Context: an optimization exercise on an open-source flow, tuned for a short achievable clock period. The choices shown serve that exercise and are no tape-out recipe. The RTL was checked by simulation tests, not by an equivalence proof against the original design. Power and IR drop assume default switching activity.

==> trial 9 <==
// uartprobe
module uartprobe #(
    parameter [31:0] GPO_ON_RESET      = 32'hDEAD_BEEF,
    parameter [31:0] AXI_ADDR_ON_RESET = 32'b0
)(
input             clk,
input             m_aresetn,
input             rx_valid,
input      [ 7:0] rx_data,
output            rx_ready,
output            tx_valid,
output     [ 7:0] tx_data,
input             tx_ready,
output reg [31:0] gpo,
input      [31:0] gpi,
output     [31:0] m_axi_araddr,
input             m_axi_arready,
output     [ 2:0] m_axi_arsize,
output            m_axi_arvalid,
output     [31:0] m_axi_awaddr,
input             m_axi_awready,
output     [ 2:0] m_axi_awsize,
output            m_axi_awvalid,
output            m_axi_bready,
input      [ 1:0] m_axi_bresp,
input             m_axi_bvalid,
input      [31:0] m_axi_rdata,
output            m_axi_rready,
input      [ 1:0] m_axi_rresp,
input             m_axi_rvalid,
output reg [31:0] m_axi_wdata,
input             m_axi_wready,
output     [ 3:0] m_axi_wstrb,
output            m_axi_wvalid
);
reg         st_idle;
reg  [3:0]  st_gpo_rd;       
reg  [3:0]  st_gpo_wr;       
reg  [3:0]  st_adr_rd;       
reg  [3:0]  st_adr_wr;       
reg  [3:0]  st_dat_rd;       
reg  [3:0]  st_dat_wr;       
reg         st_rst_rd;       
reg         st_rct_wr;       
reg         st_wst_rd;       
  ...
Settings: LEC_CHECK=0, ABC_CLOCK_PERIOD_IN_PS=1500, CAP_MARGIN=20, CORE_MARGIN=2, CORE_UTILIZATION=40, SETUP_SLACK_MARGIN=2.6, SLEW_MARGIN=20, SYNTH_HIERARCHICAL=1; clock period 4.5 ns.
run.sh (not shown) runs the stock make flow with config.mk's settings and CLKGATE_MAP_FILE= SYNTH_SCRIPT=/design/flow/synth_recipe.tcl, a recipe that flattens the netlist after the stock synthesis.
==> build 75: changes against trial 9 <==
--- a/flow/design.v
+++ b/flow/design.v
@@ -55,11 +55,10 @@
 reg         axi_wr_go;
 reg         axi_wa_go;
 reg  [31:0] axi_addr;        
 reg  [31:0] addr_i;          
 reg  [31:2] p4_q;            
-reg  [31:2] p4_c;            
 reg  [3:0]  a_one;           
 reg  [31:2] a_p1;            
 reg  [31:0] axi_data;
 reg         axi_ctrl_ae;
 reg         axi_ctrl_rv;
@@ -97,20 +96,31 @@
 uartprobe_and2 u_wr_acc (.a(wr_rr),   .b(rx_valid), .y(wr_acc));
 wire        hold_rd = ~tx_ready;              
 wire        hold_wr = ~wr_acc;                
 wire        hold    = (st_rd & hold_rd) | (st_wr & hold_wr);
 wire        n_idle  = st_idle ? ~(idle_rr & rx_valid & (rc != 6'h01)) : ~hold;
-wire [3:0]  d_gpi_rd, d_gpo_rd, d_gpo_wr, d_adr_rd, d_adr_wr, d_dat_rd, d_dat_wr;
-wire        d_rst_rd, d_rct_wr, d_wst_rd, d_wct_wr, d_rd, d_wr;
-uartprobe_dec u_dec (
-    .rc(rc),
-    .gpi_rd(d_gpi_rd), .gpo_rd(d_gpo_rd), .gpo_wr(d_gpo_wr), .adr_rd(d_adr_rd),
-    .adr_wr(d_adr_wr), .dat_rd(d_dat_rd), .dat_wr(d_dat_wr),
-    .rst_rd(d_rst_rd), .rct_wr(d_rct_wr), .wst_rd(d_wst_rd), .wct_wr(d_wct_wr),
-    .rd(d_rd), .wr(d_wr)
-);
+reg  [3:0]  d_gpi_rd, d_gpo_rd, d_gpo_wr, d_adr_rd, d_adr_wr, d_dat_rd, d_dat_wr;
 integer i;
+always @(*) begin
+    for (i = 0; i < 4; i = i + 1) begin
+        d_gpi_rd[i] = (rc == 6'h02 + i);
+        d_gpo_rd[i] = (rc == 6'h06 + i);
+        d_gpo_wr[i] = (rc == 6'h0A + i);
+        d_adr_rd[i] = (rc == 6'h0E + i);
+        d_adr_wr[i] = (rc == 6'h12 + i);
+        d_dat_rd[i] = (rc == 6'h16 + i);
+        d_dat_wr[i] = (rc == 6'h1A + i);
+    end
+end
+wire        d_rst_rd = (rc == 6'h1E);
+wire        d_rct_wr = (rc == 6'h1F);
+wire        d_wst_rd = (rc == 6'h20);
+wire        d_wct_wr = (rc == 6'h21);
+wire        d_rd     = (|d_gpi_rd) | (|d_gpo_rd) | (|d_adr_rd) | (|d_dat_rd) |
+                       d_rst_rd | d_wst_rd;
+wire        d_wr     = (|d_gpo_wr) | (|d_adr_wr) | (|d_dat_wr) |
+                       d_rct_wr | d_wct_wr;
 wire [3:0]  n_gpo_rd = enter ? d_gpo_rd : st_gpo_rd & {4{hold_rd}};
 wire [3:0]  n_gpo_wr = enter ? d_gpo_wr : st_gpo_wr & {4{hold_wr}};
 wire [3:0]  n_adr_rd = enter ? d_adr_rd : st_adr_rd & {4{hold_rd}};
 wire [3:0]  n_adr_wr = enter ? d_adr_wr : st_adr_wr & {4{hold_wr}};
 wire [3:0]  n_dat_rd = enter ? d_dat_rd : st_dat_rd & {4{hold_rd}};
@@ -170,11 +180,11 @@
 wire [ 1:0] wr_d    = m_axi_bvalid ? m_axi_bresp : axi_ctrl_wr;
 wire [31:0] data_d  = m_axi_rvalid ? m_axi_rdata : axi_data;
 wire        inc     = (m_axi_rvalid | m_axi_bvalid) & axi_ctrl_ae;
 wire [31:0] addr_p4 = {p4_q, addr_i[1:0]};
 wire [31:2] p4_p4;           
-uartprobe_inc30 u_inc (.a(p4_c), .y(p4_p4));
+uartprobe_inc30 u_inc (.a(p4_q), .y(p4_p4));
 reg  [31:0] addr_wr;         
 always @(*) begin
     addr_wr = addr_i;
     if (wr_acc) begin
         if (st_adr_wr[0]) addr_wr[ 7: 0] = rx_data;
@@ -222,16 +232,15 @@
     for (k = 1; k < 4; k = k + 1)
         p4w[8 * k +: 8] = st_adr_wr[k] ? (cyin[k] ? rx_p1 : rx_data) :
                           below[k]     ? (cy_hi[k] ? a_p1[8 * k +: 8] : addr_i[8 * k +: 8]) :
                                          p4_q[8 * k +: 8];
 end
-wire [31:2] p4_w, p4_d, p4_dc;
+wire [31:2] p4_w, p4_d;
 generate
     for (gb = 2; gb < 32; gb = gb + 1) begin : g_p4
-        uartprobe_mux2 u_w  (.s(wr_acc), .a(p4_q[gb]), .b(p4w[gb]),   .y(p4_w[gb]));
-        uartprobe_mux2 u_d  (.s(inc),    .a(p4_w[gb]), .b(p4_p4[gb]), .y(p4_d[gb]));
-        uartprobe_mux2 u_dc (.s(inc),    .a(p4_w[gb]), .b(p4_p4[gb]), .y(p4_dc[gb]));
+        uartprobe_mux2 u_w (.s(wr_acc), .a(p4_q[gb]), .b(p4w[gb]),  .y(p4_w[gb]));
+        uartprobe_mux2 u_d (.s(inc),    .a(p4_w[gb]), .b(p4_p4[gb]), .y(p4_d[gb]));
     end
 endgenerate
 always @(posedge clk, negedge m_aresetn) begin : p_axi_go
     if (!m_aresetn) begin
         axi_rd_go <= 1'b0;
@@ -278,18 +287,16 @@
 always @(posedge clk, negedge m_aresetn) begin : p_axi_addr
     if (!m_aresetn) begin
         axi_addr <= AXI_ADDR_ON_RESET;
         addr_i   <= AXI_ADDR_ON_RESET;
         p4_q     <= AXI_ADDR_ON_RESET[31:2] + 30'd1;
-        p4_c     <= AXI_ADDR_ON_RESET[31:2] + 30'd1;
         a_one    <= a_one_of(AXI_ADDR_ON_RESET);
         a_p1     <= a_p1_of(AXI_ADDR_ON_RESET);
     end else begin
         axi_addr <= addr_d;
         addr_i   <= addr_di;
         p4_q     <= p4_d;
-        p4_c     <= p4_dc;
         a_one    <= a_one_of(addr_di);
         a_p1     <= a_p1_of(addr_di);
     end
 end
 always @(posedge clk, negedge m_aresetn) begin : p_gpo
@@ -632,34 +639,10 @@
     uartprobe_xnor2 u149 (.a(a[26]), .b(p5_25), .y(y[26]));
     uartprobe_xnor2 u150 (.a(a[27]), .b(p5_26), .y(y[27]));
     uartprobe_xnor2 u151 (.a(a[28]), .b(p5_27), .y(y[28]));
     uartprobe_xnor2 u152 (.a(a[29]), .b(p5_28), .y(y[29]));
 endmodule
-module uartprobe_dec (
-    input  [5:0] rc,
-    output reg [3:0] gpi_rd, gpo_rd, gpo_wr, adr_rd, adr_wr, dat_rd, dat_wr,
-    output rst_rd, rct_wr, wst_rd, wct_wr, rd, wr
-);
-    integer i;
-    always @(*) begin
-        for (i = 0; i < 4; i = i + 1) begin
-            gpi_rd[i] = (rc == 6'h02 + i);
-            gpo_rd[i] = (rc == 6'h06 + i);
-            gpo_wr[i] = (rc == 6'h0A + i);
-            adr_rd[i] = (rc == 6'h0E + i);
-            adr_wr[i] = (rc == 6'h12 + i);
-            dat_rd[i] = (rc == 6'h16 + i);
-            dat_wr[i] = (rc == 6'h1A + i);
-        end
-    end
-    assign rst_rd = (rc == 6'h1E);
-    assign rct_wr = (rc == 6'h1F);
-    assign wst_rd = (rc == 6'h20);
-    assign wct_wr = (rc == 6'h21);
-    assign rd     = (|gpi_rd) | (|gpo_rd) | (|adr_rd) | (|dat_rd) | rst_rd | wst_rd;
-    assign wr     = (|gpo_wr) | (|adr_wr) | (|dat_wr) | rct_wr | wct_wr;
-endmodule
 module uartprobe_inc8 (input [7:0] a, output [7:0] y);
     assign y = a + 8'd1;
 endmodule
 module uartprobe_mux2 (input s, input a, input b, output y);
     assign y = s ? b : a;
==> build 60: changes against trial 9 <==
--- a/flow/design.v
+++ b/flow/design.v
@@ -54,14 +54,10 @@
 reg         axi_rd_go;
 reg         axi_wr_go;
 reg         axi_wa_go;
 reg  [31:0] axi_addr;        
 reg  [31:0] addr_i;          
-reg  [31:2] p4_q;            
-reg  [31:2] p4_c;            
-reg  [3:0]  a_one;           
-reg  [31:2] a_p1;            
 reg  [31:0] axi_data;
 reg         axi_ctrl_ae;
 reg         axi_ctrl_rv;
 reg         axi_ctrl_wv;
 reg  [ 1:0] axi_ctrl_rr;
@@ -97,20 +93,31 @@
 uartprobe_and2 u_wr_acc (.a(wr_rr),   .b(rx_valid), .y(wr_acc));
 wire        hold_rd = ~tx_ready;              
 wire        hold_wr = ~wr_acc;                
 wire        hold    = (st_rd & hold_rd) | (st_wr & hold_wr);
 wire        n_idle  = st_idle ? ~(idle_rr & rx_valid & (rc != 6'h01)) : ~hold;
-wire [3:0]  d_gpi_rd, d_gpo_rd, d_gpo_wr, d_adr_rd, d_adr_wr, d_dat_rd, d_dat_wr;
-wire        d_rst_rd, d_rct_wr, d_wst_rd, d_wct_wr, d_rd, d_wr;
-uartprobe_dec u_dec (
-    .rc(rc),
-    .gpi_rd(d_gpi_rd), .gpo_rd(d_gpo_rd), .gpo_wr(d_gpo_wr), .adr_rd(d_adr_rd),
-    .adr_wr(d_adr_wr), .dat_rd(d_dat_rd), .dat_wr(d_dat_wr),
-    .rst_rd(d_rst_rd), .rct_wr(d_rct_wr), .wst_rd(d_wst_rd), .wct_wr(d_wct_wr),
-    .rd(d_rd), .wr(d_wr)
-);
+reg  [3:0]  d_gpi_rd, d_gpo_rd, d_gpo_wr, d_adr_rd, d_adr_wr, d_dat_rd, d_dat_wr;
 integer i;
+always @(*) begin
+    for (i = 0; i < 4; i = i + 1) begin
+        d_gpi_rd[i] = (rc == 6'h02 + i);
+        d_gpo_rd[i] = (rc == 6'h06 + i);
+        d_gpo_wr[i] = (rc == 6'h0A + i);
+        d_adr_rd[i] = (rc == 6'h0E + i);
+        d_adr_wr[i] = (rc == 6'h12 + i);
+        d_dat_rd[i] = (rc == 6'h16 + i);
+        d_dat_wr[i] = (rc == 6'h1A + i);
+    end
+end
+wire        d_rst_rd = (rc == 6'h1E);
+wire        d_rct_wr = (rc == 6'h1F);
+wire        d_wst_rd = (rc == 6'h20);
+wire        d_wct_wr = (rc == 6'h21);
+wire        d_rd     = (|d_gpi_rd) | (|d_gpo_rd) | (|d_adr_rd) | (|d_dat_rd) |
+                       d_rst_rd | d_wst_rd;
+wire        d_wr     = (|d_gpo_wr) | (|d_adr_wr) | (|d_dat_wr) |
+                       d_rct_wr | d_wct_wr;
 wire [3:0]  n_gpo_rd = enter ? d_gpo_rd : st_gpo_rd & {4{hold_rd}};
 wire [3:0]  n_gpo_wr = enter ? d_gpo_wr : st_gpo_wr & {4{hold_wr}};
 wire [3:0]  n_adr_rd = enter ? d_adr_rd : st_adr_rd & {4{hold_rd}};
 wire [3:0]  n_adr_wr = enter ? d_adr_wr : st_adr_wr & {4{hold_wr}};
 wire [3:0]  n_dat_rd = enter ? d_dat_rd : st_dat_rd & {4{hold_rd}};
@@ -168,13 +175,13 @@
 wire        wv_d    = m_axi_bvalid | (axi_ctrl_wv & ~(st_wst_rd & tx_ready));
 wire [ 1:0] rr_d    = m_axi_rvalid ? m_axi_rresp : axi_ctrl_rr;
 wire [ 1:0] wr_d    = m_axi_bvalid ? m_axi_bresp : axi_ctrl_wr;
 wire [31:0] data_d  = m_axi_rvalid ? m_axi_rdata : axi_data;
 wire        inc     = (m_axi_rvalid | m_axi_bvalid) & axi_ctrl_ae;
-wire [31:0] addr_p4 = {p4_q, addr_i[1:0]};
-wire [31:2] p4_p4;           
-uartprobe_inc30 u_inc (.a(p4_c), .y(p4_p4));
+wire [31:0] addr_p4;
+assign addr_p4[1:0] = addr_i[1:0];
+uartprobe_inc30 u_inc (.a(addr_i[31:2]), .y(addr_p4[31:2]));
 reg  [31:0] addr_wr;         
 always @(*) begin
     addr_wr = addr_i;
     if (wr_acc) begin
         if (st_adr_wr[0]) addr_wr[ 7: 0] = rx_data;
@@ -191,49 +198,10 @@
         uartprobe_mux2 u_d  (.s(inc), .a(addr_wr[gb]), .b(addr_p4[gb]), .y(addr_d[gb]));
         uartprobe_mux2 u_di (.s(inc), .a(addr_wr[gb]), .b(addr_p4[gb]), .y(addr_di[gb]));
         uartprobe_mux2 u_ri (.s(inc), .a(addr_i[gb]),  .b(addr_p4[gb]), .y(addr_ri[gb]));
     end
 endgenerate
-wire [7:0]  rx_p1;
-wire [7:0]  rx_p10;          
-uartprobe_inc8 u_rx_p1  (.a(rx_data), .y(rx_p1));
-uartprobe_inc8 u_rx_p10 (.a({2'b00, rx_data[7:2]}), .y(rx_p10));
-wire        rx_one  = &rx_data;
-wire        rx_one0 = &rx_data[7:2];
-wire [3:0]  cyin    = {a_one[0] & a_one[1] & a_one[2], a_one[0] & a_one[1], a_one[0], 1'b1};
-function [3:0] a_one_of;
-    input [31:0] a;
-    a_one_of = {&a[31:24], &a[23:16], &a[15:8], &a[7:2]};
-endfunction
-function [31:2] a_p1_of;
-    input [31:0] a;
-    a_p1_of = {a[31:24] + 8'd1, a[23:16] + 8'd1, a[15:8] + 8'd1, a[7:2] + 6'd1};
-endfunction
-wire [3:0]  below   = {|st_adr_wr[2:0], |st_adr_wr[1:0], st_adr_wr[0], 1'b0};
-wire [3:0]  e0      = {st_adr_wr[0] & a_one[1] & a_one[2], st_adr_wr[0] & a_one[1],
-                       st_adr_wr[0], 1'b0};
-wire [3:0]  e1      = {(st_adr_wr[1] & cyin[1] & a_one[2]) | (st_adr_wr[2] & cyin[2]),
-                       st_adr_wr[1] & cyin[1], 2'b00};
-wire [3:0]  cy_hi   = (e0 & {4{rx_one0}}) | (e1 & {4{rx_one}});
-reg  [31:0] p4w;
-integer k;
-always @(*) begin
-    p4w[1:0] = 2'b00;
-    p4w[7:2] = st_adr_wr[0] ? rx_p10[5:0] : p4_q[7:2];
-    for (k = 1; k < 4; k = k + 1)
-        p4w[8 * k +: 8] = st_adr_wr[k] ? (cyin[k] ? rx_p1 : rx_data) :
-                          below[k]     ? (cy_hi[k] ? a_p1[8 * k +: 8] : addr_i[8 * k +: 8]) :
-                                         p4_q[8 * k +: 8];
-end
-wire [31:2] p4_w, p4_d, p4_dc;
-generate
-    for (gb = 2; gb < 32; gb = gb + 1) begin : g_p4
-        uartprobe_mux2 u_w  (.s(wr_acc), .a(p4_q[gb]), .b(p4w[gb]),   .y(p4_w[gb]));
-        uartprobe_mux2 u_d  (.s(inc),    .a(p4_w[gb]), .b(p4_p4[gb]), .y(p4_d[gb]));
-        uartprobe_mux2 u_dc (.s(inc),    .a(p4_w[gb]), .b(p4_p4[gb]), .y(p4_dc[gb]));
-    end
-endgenerate
 always @(posedge clk, negedge m_aresetn) begin : p_axi_go
     if (!m_aresetn) begin
         axi_rd_go <= 1'b0;
         axi_wa_go <= 1'b0;
         axi_wr_go <= 1'b0;
@@ -277,21 +245,13 @@
 end
 always @(posedge clk, negedge m_aresetn) begin : p_axi_addr
     if (!m_aresetn) begin
         axi_addr <= AXI_ADDR_ON_RESET;
         addr_i   <= AXI_ADDR_ON_RESET;
-        p4_q     <= AXI_ADDR_ON_RESET[31:2] + 30'd1;
-        p4_c     <= AXI_ADDR_ON_RESET[31:2] + 30'd1;
-        a_one    <= a_one_of(AXI_ADDR_ON_RESET);
-        a_p1     <= a_p1_of(AXI_ADDR_ON_RESET);
     end else begin
         axi_addr <= addr_d;
         addr_i   <= addr_di;
-        p4_q     <= p4_d;
-        p4_c     <= p4_dc;
-        a_one    <= a_one_of(addr_di);
-        a_p1     <= a_p1_of(addr_di);
     end
 end
 always @(posedge clk, negedge m_aresetn) begin : p_gpo
     if (!m_aresetn) begin
         gpo <= GPO_ON_RESET;
@@ -632,37 +592,10 @@
     uartprobe_xnor2 u149 (.a(a[26]), .b(p5_25), .y(y[26]));
     uartprobe_xnor2 u150 (.a(a[27]), .b(p5_26), .y(y[27]));
     uartprobe_xnor2 u151 (.a(a[28]), .b(p5_27), .y(y[28]));
     uartprobe_xnor2 u152 (.a(a[29]), .b(p5_28), .y(y[29]));
 endmodule
-module uartprobe_dec (
-    input  [5:0] rc,
-    output reg [3:0] gpi_rd, gpo_rd, gpo_wr, adr_rd, adr_wr, dat_rd, dat_wr,
-    output rst_rd, rct_wr, wst_rd, wct_wr, rd, wr
-);
-    integer i;
-    always @(*) begin
-        for (i = 0; i < 4; i = i + 1) begin
-            gpi_rd[i] = (rc == 6'h02 + i);
-            gpo_rd[i] = (rc == 6'h06 + i);
-            gpo_wr[i] = (rc == 6'h0A + i);
-            adr_rd[i] = (rc == 6'h0E + i);
-            adr_wr[i] = (rc == 6'h12 + i);
-            dat_rd[i] = (rc == 6'h16 + i);
-            dat_wr[i] = (rc == 6'h1A + i);
-        end
-    end
-    assign rst_rd = (rc == 6'h1E);
-    assign rct_wr = (rc == 6'h1F);
-    assign wst_rd = (rc == 6'h20);
-    assign wct_wr = (rc == 6'h21);
-    assign rd     = (|gpi_rd) | (|gpo_rd) | (|adr_rd) | (|dat_rd) | rst_rd | wst_rd;
-    assign wr     = (|gpo_wr) | (|adr_wr) | (|dat_wr) | rct_wr | wct_wr;
-endmodule
-module uartprobe_inc8 (input [7:0] a, output [7:0] y);
-    assign y = a + 8'd1;
-endmodule
 module uartprobe_mux2 (input s, input a, input b, output y);
     assign y = s ? b : a;
 endmodule
 module uartprobe_nor2 (input a, input b, output y);
     assign y = ~(a | b);
==> build 31: changes against trial 9 <==
--- a/flow/config.mk
+++ b/flow/config.mk
@@ -6,9 +6,9 @@
 export NUM_CORES = 4
 export LEC_CHECK = 0
 export ABC_CLOCK_PERIOD_IN_PS = 1500
 export CAP_MARGIN = 20
 export CORE_MARGIN = 2
-export CORE_UTILIZATION = 40
+export CORE_UTILIZATION = 35
 export SETUP_SLACK_MARGIN = 2.6
 export SLEW_MARGIN = 20
 export SYNTH_HIERARCHICAL = 1
==> run summary <==
	build 75	trial 9	build 31	build 60
Result of the run	timing/DRC/antenna clean	timing/DRC/antenna clean	timing/DRC/antenna clean	timing/DRC/antenna clean
Data buffer area share	0.1902	0.1926	0.1917	0.1934
Proportion of cell area occupied by registers	0.3179	0.3252	0.3191	0.3456
Number of signal-net inverters in the final layout	27	24	24	11
Place WS	711.1 ps	615.7 ps	626.7 ps	1045 ps
Number of antenna violations at the first check in global routing	0	2	0	1
Met1 demand-to-capacity share in global routing	0.3352	0.3289	0.2896	0.3135
GRT met3 Usage	0.04133	0.04877	0.03903	0.03632
Number of non-filler instances in the completed layout	2484	2649	2735	1839
Combined buffer and inverter count along the critical path	3	2	2	2
Fraction of area in multi-input gates	0.4110	0.4013	0.3988	0.3836
Net count reported at finish	2015	2118	2114	1500
Share of the core filled with cells	0.5774	0.5773	0.5104	0.5633
P per Cell Area	477.7 nW/um^2	425.5 nW/um^2	431.8 nW/um^2	461.0 nW/um^2
Clk sinks	300	330	330	243
Wire length on met1	24080 microns	25460 microns	25990 microns	17420 microns

==> afterwards: timing with drivers on the ports <==
The flow's constraints put no driver on any port. The routed layouts listed below were extracted and timed again, unchanged, in two steps.
Step 1 assumes that a clkbuf_16 drives the clock port and a buf_2 every other input.
Step 2 times the ports against the registers' clock, not the clock port: input delays grow and output delays shrink by t, the midpoint of the rising clock arrivals with the driver on.
a / b / c = ideal ports / drivers / drivers and shift; a / b = the first two.
run | t (ns) | slack for setup (ns) | worst setup path after step 2
trial 9 | 0.606 | 2.217 / 2.163 / 1.557 | input to register
build 75 | 0.583 | 2.229 / 2.193 / 1.664 | input to register
build 60 | 0.584 | 2.201 / 2.150 / 1.726 | input to register
build 31 | 0.619 | 2.223 / 2.185 / 1.593 | input to register
After both steps setup and hold are still met in every run listed. For trial 9, which loses most, drivers alone change the setup slack by -0.054 ns; drivers and shift together by -0.660 ns.
